This is an optimization exercise on Yosys and OpenROAD, whose aim is small area, a short achievable clock period and few clock cycles, not a production implementation.
In this exercise RTL edits were held to simulation tests only and were not proved equivalent to the original.
No activity file was given, so power comes from the tool's default toggle rates.

==> design.v <==
module LASER (
input CLK,
input RST,
input [3:0] X,
input [3:0] Y,
output reg [3:0] C1X,
output reg [3:0] C1Y,
output reg [3:0] C2X,
output reg [3:0] C2Y,
output reg DONE);
localparam NR = 38;            
localparam OP_NONE = 2'd0, OP_CAND = 2'd1, OP_REF = 2'd2, OP_INIT = 2'd3;
function cov;
    input [3:0] cx, cy, px, py;
    reg [4:0] dx, dy;
    reg [3:0] ax, ay;
    begin
        dx = {1'b0, cx} - {1'b0, px};
        dy = {1'b0, cy} - {1'b0, py};
        ax = dx[4] ? (~dx[3:0] + 4'd1) : dx[3:0];
        ay = dy[4] ? (~dy[3:0] + 4'd1) : dy[3:0];
        cov = (ax == 4'd0 && ay <= 4'd4) ||
              (ax >= 4'd1 && ax <= 4'd2 && ay <= 4'd3) ||
              (ax == 4'd3 && ay <= 4'd2) ||
              (ax == 4'd4 && ay == 4'd0);
    end
endfunction
function [7:0] mv;
    input [3:0] x, y;
    input circ;
    input [1:0] d;
    input [2:0] s;
    begin
        case (d)
            2'd0: mv = {x + {1'b0, s}, y};
            2'd1: mv = {x - {1'b0, s}, y};
            2'd2: mv = {x, circ ? y - {1'b0, s} : y + {1'b0, s}};
            default: mv = {x, circ ? y + {1'b0, s} : y - {1'b0, s}};
        endcase
    end
endfunction
reg inph;
reg [5:0] cnt;
reg [3:0] xr, yr;
reg ldr, p0r, p1r, lastr, cent;
reg [9:0] sumx, sumy;
reg [3:0] p1x, p1y;
reg [7:0] ring [0:NR-1];
integer j;
always @(posedge CLK or posedge RST) begin
    if (RST) begin
        inph <= 1'b1; cnt <= 6'd0;
        ldr <= 1'b0; p0r <= 1'b0; p1r <= 1'b0; lastr <= 1'b0; cent <= 1'b0;
    end else begin
        if (DONE) begin
            inph <= 1'b1; cnt <= 6'd0;
        end else if (inph) begin
            cnt <= cnt + 6'd1;
            if (cnt == 6'd39) inph <= 1'b0;
        end
        ldr <= inph;
        p0r <= inph && cnt == 6'd0;
        p1r <= inph && cnt == 6'd1;
        lastr <= inph && cnt == 6'd39;
        cent <= lastr;
    end
end
always @(posedge CLK) begin
    xr <= X; yr <= Y;
    if (ldr) begin
        sumx <= (p0r ? 10'd0 : sumx) + {6'd0, xr};
        sumy <= (p0r ? 10'd0 : sumy) + {6'd0, yr};
    end
    if (p1r) begin p1x <= xr; p1y <= yr; end
    ring[0] <= ldr ? {xr, yr} : ring[NR-1];
    for (j = 1; j < NR; j = j + 1) ring[j] <= ring[j-1];
end
wire [9:0] qx10 = sumx / 10'd40;
wire [9:0] qy10 = sumy / 10'd40;
wire [3:0] qx = qx10[3:0];
wire [3:0] qy = qy10[3:0];
reg srch, stopped;
reg circle, ch, acc;
reg [1:0] d;
reg [2:0] I;
reg [5:0] maxc;
reg [1:0] op0, op1, op2;
reg [3:0] cx0, cy0, qx0, qy0;
reg [6:0] mt0, mt1, mt2;      
reg [NR-1:0] cov1;
reg covp1;
reg [3:0] pa2, pb2, pc2;
reg [NR-1:0] m1, m2;          
reg m1p, m2p;                 
wire [2:0] s_main = ch ? 3'd1 : I;
wire [3:0] movx = circle ? C1X : C2X;
wire [3:0] movy = circle ? C1Y : C2Y;
wire [7:0] ic = mv(movx, movy, circle, d, s_main);
wire [7:0] ip = mv(movx, movy, circle, d, I);
wire [5:0] count = {2'b0, pa2} + {2'b0, pb2} + {2'b0, pc2};
wire gt = count > maxc;
wire accept = (op2 == OP_CAND) && gt;
wire kc = mt2[6];
wire [1:0] kd = mt2[5:4];
wire [2:0] kI = mt2[3:1];
wire kch = mt2[0];
wire [3:0] kmx = kc ? C1X : C2X;
wire [3:0] kmy = kc ? C1Y : C2Y;
wire [7:0] kcand = mv(kmx, kmy, kc, kd, kch ? 3'd1 : kI);
wire done_n = srch && stopped && op0 == OP_NONE && op1 == OP_NONE && op2 == OP_NONE;
always @(posedge CLK or posedge RST) begin
    if (RST) begin
        srch <= 1'b0; op0 <= OP_NONE; op1 <= OP_NONE; op2 <= OP_NONE; DONE <= 1'b0;
    end else begin
        DONE <= done_n;
        if (done_n) srch <= 1'b0;
        else if (cent) srch <= 1'b1;
        op2 <= accept ? OP_NONE : op1;
        op1 <= accept ? OP_NONE : op0;
        if (accept) op0 <= OP_REF;
        else if (cent) op0 <= OP_INIT;
        else if (srch && !stopped) op0 <= OP_CAND;
        else op0 <= OP_NONE;
    end
end
always @(posedge CLK) begin
    if (accept) begin
        cx0 <= kcand[7:4]; cy0 <= kcand[3:0];
        qx0 <= kcand[7:4]; qy0 <= kcand[3:0];
        mt0 <= {kc, 6'd0};
        if (kc) begin C1X <= kcand[7:4]; C1Y <= kcand[3:0]; end
        else    begin C2X <= kcand[7:4]; C2Y <= kcand[3:0]; end
        maxc <= count;
        stopped <= 1'b0;
        ch <= 1'b1;
        if (kd == 2'd3) begin
            circle <= ~kc; d <= 2'd0; I <= 3'd1; acc <= 1'b0;
        end else begin
            circle <= kc; d <= kd + 2'd1; I <= kch ? 3'd1 : kI; acc <= 1'b1;
        end
    end else if (cent) begin
        C1X <= qx; C1Y <= qy; C2X <= qx; C2Y <= qy;
        cx0 <= qx; cy0 <= qy; qx0 <= qx; qy0 <= qy;
        mt0 <= 7'd0;
        stopped <= 1'b0; circle <= 1'b0; d <= 2'd0; I <= 3'd1; ch <= 1'b0; acc <= 1'b0;
    end else begin
        if (op2 == OP_INIT) begin
            maxc <= count;
            ch <= count != 6'd0;
        end
        if (srch && !stopped) begin
            cx0 <= ic[7:4]; cy0 <= ic[3:0];
            qx0 <= ip[7:4]; qy0 <= ip[3:0];
            mt0 <= {circle, d, I, ch};
            if (d == 2'd3) begin
                circle <= ~circle; d <= 2'd0;
                if (!ch && I == 3'd7) stopped <= 1'b1;
                I <= ch ? 3'd1 : I + 3'd1;
                ch <= acc; acc <= 1'b0;
            end else begin
                d <= d + 2'd1;
                if (ch) I <= 3'd1;
            end
        end
    end
    for (j = 0; j < NR; j = j + 1)
        cov1[j] <= cov(cx0, cy0, ring[j][7:4], ring[j][3:0]);
    covp1 <= cov(qx0, qy0, p1x, p1y);
    mt1 <= mt0;
    pa2 <= cnt13(uall[12:0]);
    pb2 <= cnt13(uall[25:13]);
    pc2 <= cnt13(uall[38:26]);
    mt2 <= mt1;
    for (j = 0; j < NR; j = j + 1) begin
        m1[j] <= ((op1 == OP_REF && mt1[6]) || op1 == OP_INIT) ? cov1[(j+NR-2)%NR] : m1[(j+NR-1)%NR];
        m2[j] <= ((op1 == OP_REF && !mt1[6]) || op1 == OP_INIT) ? cov1[(j+NR-2)%NR] : m2[(j+NR-1)%NR];
    end
    if ((op1 == OP_REF && mt1[6]) || op1 == OP_INIT) m1p <= covp1;
    if ((op1 == OP_REF && !mt1[6]) || op1 == OP_INIT) m2p <= covp1;
end
wire [NR-1:0] fm = mt1[6] ? m2 : m1;
wire fmp = mt1[6] ? m2p : m1p;
wire nofix = (op1 == OP_INIT);
wire [NR:0] uall;
genvar g;
generate
    for (g = 0; g < NR; g = g + 1) begin : U
        assign uall[g] = cov1[g] | (fm[(g+1)%NR] & ~nofix);
    end
endgenerate
assign uall[NR] = covp1 | (fmp & ~nofix);
function [3:0] cnt13;
    input [12:0] b;
    integer k;
    begin
        cnt13 = 4'd0;
        for (k = 0; k < 13; k = k + 1) cnt13 = cnt13 + {3'd0, b[k]};
    end
endfunction
endmodule
==> run.sh <==
#!/bin/bash
# synth_recipe.tcl (not shown) runs the flow's synth.tcl, then flattens the netlist and writes it again
# the make line also repeats each setting of config.mk as NAME=value (left out here)
make -C /OpenROAD-flow-scripts/flow DESIGN_CONFIG=/design/flow/config.mk WORK_HOME=/design/flow/orfs CLKGATE_MAP_FILE= SYNTH_SCRIPT=/design/flow/synth_recipe.tcl finish
==> config.mk <==
export PLATFORM = sky130hd
export DESIGN_NAME = LASER
export DESIGN_NICKNAME = LASER
export VERILOG_FILES = /design/flow/design.v
export SDC_FILE = /design/flow/constraint.sdc
export NUM_CORES = 4
export LEC_CHECK = 0
export CAP_MARGIN = 20
export CORE_MARGIN = 2
export CORE_UTILIZATION = 40
export SLEW_MARGIN = 20
==> constraint.sdc <==
create_clock -name core_clock -period 12.0 [get_ports {CLK}]
set_input_delay 2.4000 -clock core_clock [delete_from_list [all_inputs] [get_ports {CLK}]]
set_output_delay 2.4000 -clock core_clock [all_outputs]
set_load 0.01 [all_outputs]
==> tab_implementation.tex, run 1 <==
\begin{tabular}{lr}
\hline
Metric & Value \\
\hline
\multicolumn{2}{l}{\textbf{Power}} \\
\quad Sequential Power Share & 48.5\% \\
\quad Switching power share of the total & 20.52\% \\
\quad Design internal power & approximately 3.1 mW \\
\quad P\_leak & 20.27 nW \\
\quad Comb pwr share & 0.3\% \\
\quad Power Density & 100.3 nW/µm² \\
\quad P\_sw & 0.8005 mW \\
\quad Clock Power Share & 51.2\% \\
\quad Tot Pwr & 3.901 mW \\
\quad Peak ir drop on the vdd network & 0.07531 mV \\
\multicolumn{2}{l}{\textbf{Timing}} \\
\quad RSZ-0062 raised after global routing & no \\
\quad Final setup violation count & 0 \\
\quad Worst-case headroom to the max-slew limit & 37.50\% \\
\quad Final WS setup & 7.303 ns \\
\quad Max Transition Viols Final & 0 \\
\quad Setup TNS after final layout & 0 ns \\
\quad Max Clock Skew & 0.02729 ns \\
\quad Fin. Hold Viols & 0 \\
\quad FMAX & 0.2129 GHz \\
\quad Slew at the pin with the worst max-slew slack & between 0.9 and 1 ns \\
\quad Ratio of final minimum period to clock period & 39.14\% \\
\quad Final Critical Period & 4.697 ns \\
\multicolumn{2}{l}{\textbf{Placement}} \\
\quad HPWL after DPL & around 52000 µm \\
\quad Number of buffers inserted by port buffering & 26 \\
\quad Weighted congestion reported at the end of routability-driven placement & between 0.8 and 0.9 \\
\quad Worst Setup Slack post-DPL & between 7 and 8 ns \\
\quad Placed cells & 4652 \\
\multicolumn{2}{l}{\textbf{Die}} \\
\quad Die Outline Area & 90140 µm² \\
\quad Placement Rows & 108 \\
\quad Core ar. & 86890 µm² \\
\quad DIE WIDTH & 300.2 µm \\
\quad Number of ports placed on the die boundary & 27 \\
\quad Initial core utilization & 40.40\% \\
\quad Chip Height & 300.2 µm \\
\multicolumn{2}{l}{\textbf{Yosys}} \\
\quad Synthesis Warnings & 2 \\
\quad Post-synthesis sequential element count & 557 \\
\quad Synthesized area per cell & approximately 10 µm² \\
\quad Top FF cell, synth & sky130\_fd\_sc\_hd\_\_dfxtp\_1 \\
\quad Summed instance area of the synthesized netlist & 35100 µm² \\
\quad Async SR Flop Fraction & 3.591\% \\
\quad Number of enable flip-flop cells after synthesis & 76 \\
\quad Post-synthesis cell type count & 78 \\
\quad Synthesized netlist net count & between 4000 and 5000 \\
\quad Sequential share of the synthesized area & between 30 and 40\% \\
\quad Number of instances in the synthesized netlist & 3510 \\
\multicolumn{2}{l}{\textbf{Clock tree}} \\
\quad Number of setup buffers added after CTS & 0 \\
\quad Maximum clock insertion buffer count & 3 \\
\quad Number of hold buffers added after CTS & 0 \\
\quad Clock buffers created by TritonCTS & 66 \\
\quad Clock latency on the worst-skew pair & 0.59 ns \\
\quad H-tree levels & 3 \\
\quad Post-cts resize count & 0 \\
\quad CTS tree & done \\
\quad Clock tree root driver cell & sky130\_fd\_sc\_hd\_\_clkbuf\_16 \\
\quad CTS Sinks & between 500 and 600 \\
\quad Clock input transition at the sequential cells of the worst setup and hold paths & 0.06 ns \\
\multicolumn{2}{l}{\textbf{Routing}} \\
\quad Overall via count from detail\_route & 23290 \\
\quad Iteration count of the initial detailed-routing pass & 5 \\
\quad Detailed-route wire length & slightly above 70000 µm \\
\quad Detailed-route wire length per cell & between 10 and 15 µm \\
\quad Number of violations reported at the end of detailed-routing iteration 0 & 1043 \\
\quad Via-per-instance ratio & a little under 5 \\
\quad Post-route DRC violation count & 0 \\
\quad Antenna violation net count after detailed routing & 0 \\
\multicolumn{2}{l}{\textbf{Finish}} \\
\quad Share of cells above drive strength 1 & 7.224\% \\
\quad End-of-flow core utilization & 44.77\% \\
\quad Final Instance Count excl. Fillers & about 4800 \\
\quad Number of antenna diodes & 0 \\
\quad Most frequent standard cell in the layout excluding fill and tap cells & sky130\_fd\_sc\_hd\_\_inv\_1 \\
\quad Commonest non-fill, non-tap cells in the layout & sky130\_fd\_sc\_hd\_\_inv\_1, sky130\_fd\_sc\_hd\_\_dfxtp\_1, sky130\_fd\_sc\_hd\_\_ha\_1, sky130\_fd\_sc\_hd\_\_xnor2\_1, sky130\_fd\_sc\_hd\_\_a21o\_1 \\
\quad Total Nets Final & between 4000 and 5000 \\
\quad Post-synthesis to final-layout area growth & 10.80\% \\
\multicolumn{2}{l}{\textbf{GRT}} \\
\quad First-pass GRT wire length & 119200 µm \\
\quad Total global routing overflow & 0 \\
\quad GRT Util Overall & roughly 16\% \\
\quad Number of antenna violations at the first check in global routing & 0 \\
\quad Pin count of the biggest net entering global routing & 40 \\
\quad Via count of the first global-routing pass & around 23000 \\
\multicolumn{2}{l}{\textbf{Worst setup path}} \\
\quad Worst reg2reg path depth & 10 \\
\quad Highest fanout seen on the critical path & 33 \\
\quad Kind of cell with the highest combined delay on the critical path & adder cells \\
\quad Critical Path RT & about 12 ns \\
\quad Top cell by count, worst path & sky130\_fd\_sc\_hd\_\_fa\_1 \\
\quad Reg2Reg Capture Point & pb2[2] \\
\quad Slowest library cell on the worst path & sky130\_fd\_sc\_hd\_\_fa\_1 \\
\quad Kind of launch point of the worst setup path & flop \\
\quad Data arrival time of the critical path & 5.18 ns \\
\quad Number of buffer and inverter stages on the critical path & 1 \\
\quad Worst R2R Setup Slack & 7.30 ns \\
\quad Crit Path Class & reg -> reg \\
\quad Sort of element at the end of the critical path & flop \\
\quad Maximum single-stage delay on the critical path & around 0.55 ns \\
\quad Worst-path cell chain & buf\_4, mux2i\_1, o21bai\_1, fa\_1, fa\_1, fa\_1, fa\_1, fa\_1, fa\_1, xor2\_1 \\
\quad Reg2reg start & mt1[6] \\
\multicolumn{2}{l}{\textbf{Flow run}} \\
\quad Number of max-cap violations & 0 \\
\multicolumn{2}{l}{\textbf{Run status}} \\
\quad Status & complete, no violations \\
\multicolumn{2}{l}{\textbf{Min path}} \\
\quad Hold path start & mt1[5] \\
\quad Worst hold path depth & 0 \\
\quad Tightest Hold Check Type & reg -> reg \\
\quad Worst hold endpoint & mt2[5] \\
\hline
\end{tabular}
## worst register-to-register path, stage by stage (launching register included)
cell and delay, ns:
sky130_fd_sc_hd__dfxtp_2 0.52, sky130_fd_sc_hd__buf_4 0.53, sky130_fd_sc_hd__mux2i_1 0.30, sky130_fd_sc_hd__o21bai_1 0.10
sky130_fd_sc_hd__fa_1 0.55, sky130_fd_sc_hd__fa_1 0.52, sky130_fd_sc_hd__fa_1 0.51, sky130_fd_sc_hd__fa_1 0.52
sky130_fd_sc_hd__fa_1 0.47, sky130_fd_sc_hd__fa_1 0.39, sky130_fd_sc_hd__xor2_1 0.16
## flip-flops by register name, summed over array words and instances (netlist names), 6 cells and up
name and cells:
sumx 10, sumy 10, cnt 6, m1 38, mt2 7, cov1 38, mt0 7, mt1 7
ring 304, maxc 6, m2 38
## logic make-up (layout without fill, tap and decap cells)
family / Yosys count / after routing / share of synthesized area [%]
adder cells (fa/ha/maj): 596 / 596 / 23.63
XOR/XNOR: 337 / 337 / 9.232
flip-flops: 557 / 557 / 34.22
multiplexers: 144 / 144 / 4.299
AO/OA/AOI/OAI: 725 / 725 / 14.43
AND/OR/NAND/NOR: 596 / 596 / 8.169
buffers and inverters: 555 / 658 / 6.020
## synth_stat cells, types with 10 or more instances
cell type,number,share of area [%]
sky130_fd_sc_hd__nand2_1,214,2.3
sky130_fd_sc_hd__o31a_2,21,0.60
sky130_fd_sc_hd__ha_1,459,16
sky130_fd_sc_hd__xnor3_1,21,1.3
sky130_fd_sc_hd__nor4_1,63,1.1
sky130_fd_sc_hd__nor2b_1,65,1.2
sky130_fd_sc_hd__nand2b_1,23,0.41
sky130_fd_sc_hd__o21ai_0,63,0.90
sky130_fd_sc_hd__a21oi_1,191,2.7
sky130_fd_sc_hd__dfxtp_1,461,26
sky130_fd_sc_hd__dfrtp_1,19,1.4
sky130_fd_sc_hd__a31oi_1,41,0.73
sky130_fd_sc_hd__a21o_1,216,4.6
sky130_fd_sc_hd__mux2i_1,90,2.6
sky130_fd_sc_hd__xor2_1,95,2.4
sky130_fd_sc_hd__clkbuf_1,35,0.37
sky130_fd_sc_hd__o21a_1,10,0.21
sky130_fd_sc_hd__mux2_2,54,1.7
sky130_fd_sc_hd__xnor2_1,221,5.5
sky130_fd_sc_hd__a2111oi_2,21,0.90
sky130_fd_sc_hd__a21oi_2,22,0.55
sky130_fd_sc_hd__buf_2,18,0.26
sky130_fd_sc_hd__fa_1,118,6.7
sky130_fd_sc_hd__nor3_1,12,0.17
sky130_fd_sc_hd__maj3_1,19,0.54
sky130_fd_sc_hd__nand4_1,43,0.77
sky130_fd_sc_hd__edfxtp_1,76,6.5
sky130_fd_sc_hd__nor2_1,134,1.4
sky130_fd_sc_hd__o21bai_1,64,1.4
sky130_fd_sc_hd__inv_1,496,5.3
## metal layers
metal / routed length [µm] / global-route usage (%) / share of wire, % / up-vias
li1: - / - / - / 12130
met1: 34600 / 21.58 / 49 / 10860
met2: 33280 / 27.63 / 47 / 213
met3: 2013 / 1.973 / 2.8 / 90
met4: 1315 / 4.214 / 1.8 / 0
met5: 0 / 0 / 0 / -
## through the flow
stage	cell area (µm²)	hold WS [ns]
finish	38900	0.3247
global route	38900	0.3326
CTS	38900	0.3277
detailed placement	36730	0.3138
global placement	36730	0.3100
floorplan	35100	0.3096
## worst max path at each step
stage                           to   start  depth (start not counted)
after floorplan           cov1[11]  cy0[1]                          5
after global routing        pb2[2]  mt1[6]                         10
final                       pb2[2]  mt1[6]                         10
after CTS                   pb2[2]  mt1[6]                         10
after global placement      pb2[2]  mt1[6]                         10
after detailed placement    pb2[2]  mt1[6]                         10
## power by group through the flow
stage	clock, mW	sequential (mW)	combinational (mW)
floorplan	0	1.93	0.00686
global placement	0	1.93	0.0114
detailed placement	0	1.93	0.0116
CTS	2.06	1.89	0.0117
global route	2.13	1.89	0.0130
finish	2.00	1.89	0.0114
## area by class of cell
type                    instances  area [µm²]
well taps                    1155        1445
clock inverters                22       235.2
fillers                      8188       47990
clock buffers                  94        1929
inverters                     496        1862
multi-input cells            2398       21000
flip-flops and latches        557       12010
repair buffers                 46       410.4
Testbench counts, summed over its fixed seeds: cycles 45,102.
==> inputs of run 2 (changes only) <==
--- a/config.mk
+++ b/config.mk
@@ -5,7 +5,9 @@
 export SDC_FILE = /design/flow/constraint.sdc
 export NUM_CORES = 4
 export LEC_CHECK = 0
+export ABC_CLOCK_PERIOD_IN_PS = 3000
 export CAP_MARGIN = 20
 export CORE_MARGIN = 2
 export CORE_UTILIZATION = 40
+export SETUP_SLACK_MARGIN = 5
 export SLEW_MARGIN = 20
==> run 2 against run 1 <==
Against the previous run: still clean; synthesized cell count is the same; count of clock-buffer cells in the layout did not move; flip-flop and latch count did not move; worst hold slack did not move; via count unchanged; first-iteration DRC count unchanged; setup slack stayed put; critical path type unchanged; critical endpoint unchanged; largest cell class unchanged; largest power group unchanged.
==> tab_implementation.tex, run 2 <==
\begin{tabular}{lr}
\hline
Metric & Value \\
\hline
\multicolumn{2}{l}{\textbf{Routing}} \\
\quad Detailed-route wire length & 71210 µm \\
\quad Number of violations reported at the end of detailed-routing iteration 0 & 1043 \\
\quad Post-route DRC violation count & 0 \\
\quad Via-per-instance ratio & 4.885 \\
\quad Overall via count from detail\_route & between 20000 and 25000 \\
\quad Antenna violation net count after detailed routing & 0 \\
\quad Detailed-route wire length per cell & 14.93 µm \\
\quad Iteration count of the initial detailed-routing pass & 5 \\
\multicolumn{2}{l}{\textbf{Worst setup path}} \\
\quad Crit Path Class & reg -> reg \\
\quad Sort of element at the end of the critical path & flop \\
\quad Top cell by count, worst path & sky130\_fd\_sc\_hd\_\_fa\_1 \\
\quad Worst-path cell chain & buf\_4, mux2i\_1, o21bai\_1, fa\_1, fa\_1, fa\_1, fa\_1, fa\_1, fa\_1, xor2\_1 \\
\quad Kind of launch point of the worst setup path & flop \\
\quad Slowest library cell on the worst path & sky130\_fd\_sc\_hd\_\_fa\_1 \\
\quad Critical Path RT & 12.48 ns \\
\quad Highest fanout seen on the critical path & 33 \\
\quad Data arrival time of the critical path & $\sim$5.2 ns \\
\quad Maximum single-stage delay on the critical path & 0.55 ns \\
\multicolumn{2}{l}{\textbf{Run status}} \\
\quad Status & complete, no violations \\
\multicolumn{2}{l}{\textbf{Timing}} \\
\quad Ratio of final minimum period to clock period & 39.14\% \\
\quad Fin. Hold Viols & 0 \\
\quad Final setup violation count & 0 \\
\quad Max Transition Viols Final & 0 \\
\quad Worst-case headroom to the max-slew limit & 37.50\% \\
\quad Setup TNS after final layout & 0 ns \\
\quad Final Critical Period & 4.697 ns \\
\quad RSZ-0062 raised after global routing & no \\
\quad Slew at the pin with the worst max-slew slack & between 0.9 and 1 ns \\
\quad Max Clock Skew & roughly 0.027 ns \\
\quad FMAX & 0.2129 GHz \\
\quad Final WS setup & 7.303 ns \\
\multicolumn{2}{l}{\textbf{GRT}} \\
\quad First-pass GRT wire length & 119200 µm \\
\quad Via count of the first global-routing pass & roughly 23000 \\
\quad Total global routing overflow & 0 \\
\quad GRT Util Overall & 16.17\% \\
\quad Pin count of the biggest net entering global routing & 40 \\
\quad Number of antenna violations at the first check in global routing & 0 \\
\multicolumn{2}{l}{\textbf{Yosys}} \\
\quad Leading cell types by total area after synthesis & sky130\_fd\_sc\_hd\_\_dfxtp\_1, sky130\_fd\_sc\_hd\_\_ha\_1, sky130\_fd\_sc\_hd\_\_fa\_1 \\
\quad Summed instance area of the synthesized netlist & 35100 µm² \\
\quad Post-synthesis cell type count & 78 \\
\quad Async SR Flop Fraction & 3.591\% \\
\quad List of most frequent post-synthesis cells & sky130\_fd\_sc\_hd\_\_inv\_1, sky130\_fd\_sc\_hd\_\_dfxtp\_1, sky130\_fd\_sc\_hd\_\_ha\_1 \\
\quad Sequential share of the synthesized area & about 34\% \\
\quad Synthesized area per cell & between 10 and 15 µm² \\
\quad Area leader, netlist & sky130\_fd\_sc\_hd\_\_dfxtp\_1 \\
\quad Number of instances in the synthesized netlist & roughly 3500 \\
\quad Synthesis Warnings & 2 \\
\quad Post-synthesis sequential element count & 557 \\
\quad Top FF cell, synth & sky130\_fd\_sc\_hd\_\_dfxtp\_1 \\
\quad Synthesized netlist net count & 4097 \\
\quad Leading cell type by number of instances after synthesis & sky130\_fd\_sc\_hd\_\_inv\_1 \\
\quad Number of enable flip-flop cells after synthesis & 76 \\
\quad Top cell type's share of synthesized area & 26.29\% \\
\multicolumn{2}{l}{\textbf{Min path}} \\
\quad Tightest Hold Check Type & reg -> reg \\
\multicolumn{2}{l}{\textbf{Flow run}} \\
\quad Number of max-cap violations & 0 \\
\multicolumn{2}{l}{\textbf{Clock tree}} \\
\quad CTS tree & done \\
\quad Clock latency on the worst-skew pair & 0.59 ns \\
\quad H-tree levels & 3 \\
\quad Number of setup buffers added after CTS & 0 \\
\quad Post-cts resize count & 0 \\
\quad Clock buffers created by TritonCTS & 66 \\
\quad Clock input transition at the sequential cells of the worst setup and hold paths & 0.06 ns \\
\quad Clock tree root driver cell & sky130\_fd\_sc\_hd\_\_clkbuf\_16 \\
\quad Maximum clock insertion buffer count & 3 \\
\quad CTS Sinks & 557 \\
\quad Number of hold buffers added after CTS & 0 \\
\multicolumn{2}{l}{\textbf{Finish}} \\
\quad Total Nets Final & 4152 \\
\quad Biggest register & ring \\
\quad Post-synthesis to final-layout area growth & 10.80\% \\
\quad Commonest non-fill, non-tap cells in the layout & sky130\_fd\_sc\_hd\_\_inv\_1, sky130\_fd\_sc\_hd\_\_dfxtp\_1, sky130\_fd\_sc\_hd\_\_ha\_1, sky130\_fd\_sc\_hd\_\_xnor2\_1, sky130\_fd\_sc\_hd\_\_a21o\_1 \\
\quad End-of-flow core utilization & 44.77\% \\
\quad Most frequent standard cell in the layout excluding fill and tap cells & sky130\_fd\_sc\_hd\_\_inv\_1 \\
\quad Share of cells above drive strength 1 & 7.224\% \\
\quad Number of antenna diodes & 0 \\
\quad Max FFs per register & 304 \\
\multicolumn{2}{l}{\textbf{Die}} \\
\quad Chip Height & 300.2 µm \\
\quad Die Outline Area & around 90000 µm² \\
\quad DIE WIDTH & 300.2 µm \\
\quad Placement Rows & 108 \\
\quad Initial core utilization & 40.40\% \\
\quad Core ar. & between 80000 and 90000 µm² \\
\quad Number of ports placed on the die boundary & 27 \\
\multicolumn{2}{l}{\textbf{Placement}} \\
\quad HPWL after DPL & 52270 µm \\
\quad Worst Setup Slack post-DPL & approximately 7.3 ns \\
\quad Number of buffers inserted by port buffering & 26 \\
\quad Weighted congestion reported at the end of routability-driven placement & around 0.84 \\
\multicolumn{2}{l}{\textbf{Power}} \\
\quad P\_leak & 20.27 nW \\
\quad Power Density & 100.3 nW/µm² \\
\quad Peak ir drop on the vdd network & between 0.07 and 0.08 mV \\
\hline
\end{tabular}
run 2: cell counts in the layout (fill, tap and decap cells not counted):
No cell type changed its count.
run 2: per-stage QoR:
stage | hold slack (ns) | cells | power, mW | instance area [µm²]
finish | 0.3247 | 4768 | 3.901 | 38900
global route | 0.3326 | 4768 | 4.034 | 38900
CTS | 0.3277 | 4768 | 3.965 | 38900
detailed placement | 0.3138 | 4652 | 1.943 | 36730
global placement | 0.3100 | 4652 | 1.942 | 36730
floorplan | 0.3096 | 3510 | 1.937 | 35100
run 2: critical path, delay by kind of cell (launching register included):
kind | cells | cell delay, ns
buffers and inverters | 1 | 0.53
multiplexers | 1 | 0.25
AO/OA/AOI/OAI | 1 | 0.10
XOR/XNOR | 1 | 0.16
flip-flops | 1 | 0.52
adder cells (fa/ha/maj) | 6 | 2.96
run 2: routing by layer:
| metal | track usage, % | up-vias | routed length, µm |
|---|---|---|---|
| li1 | - | 12130 | - |
| met1 | 21.58 | 10860 | 34600 |
| met2 | 27.63 | 213 | 33280 |
| met3 | 1.973 | 90 | 2013 |
| met4 | 4.214 | 0 | 1315 |
| met5 | 0 | - | 0 |
run 2: logic make-up (layout without fill, tap and decap cells):
group | count (synthesis) | in the layout | share of synthesized area (%)
compound gates | 725 | 725 | 14.43
fa+ha+maj | 596 | 596 | 23.63
simple gates | 596 | 596 | 8.169
flops | 557 | 557 | 34.22
buf+inv | 555 | 658 | 6.020
xor+xnor | 337 | 337 | 9.232
mux | 144 | 144 | 4.299
run 2: cell type report:
cell class / instances / area (µm²)
inverters: 496 / 1862
fillers: 8188 / 47990
clock buffers: 94 / 1929
flip-flops and latches: 557 / 12010
repair buffers: 46 / 410.4
well taps: 1155 / 1445
clock inverters: 22 / 235.2
multi-input cells: 2398 / 21000
run 2: path summary, 6_finish.rpt:
path	from	endpoint	slack (ns)	cells after the start
setup / recovery	mt1[6]	pb2[2]	7.30	10
hold / removal	mt1[5]	mt2[5]	0.32	0
setup reg to reg	mt1[6]	pb2[2]	7.30	10
hold reg to reg	mt1[5]	mt2[5]	0.32	0
max in group asynchronous	RST	ldr	9.12	2
min in group asynchronous	RST	op2[1]	2.39	2
run 2: where the power goes:
part           switching [mW]  total [mW]  internal [mW]  leakage [nW]
clock network           0.793        2.00           1.21          1.07
logic                 0.00545      0.0114        0.00592          14.5
registers             0.00207        1.89           1.89          4.68
total                   0.801        3.90           3.10          20.3

[separate check: timing with driven ports]
How much do the figures lean on ideal ports? The routed layouts below were timed once more, with nothing changed but the port constraints.
Step 1, drivers: a clkbuf_16 drives CLK and a buf_2 each remaining input, both assumed.
Step 2 moves the port delays by t, midway between the first and last clock arrival at a register: inputs arrive t later, outputs are due t later. That takes back most of the time a late clock gives input paths.
Slacks: ideal ports / drivers / drivers and shift; pairs: ideal ports / drivers.
run | t, ns | slack for setup (ns) | cell pins on the clock port's net
run 1 | 0.633 | 7.303 / 7.303 / 7.303 | 1
run 2 | 0.633 | 7.303 / 7.303 / 7.303 | 1
After both steps every run listed still meets setup and hold.
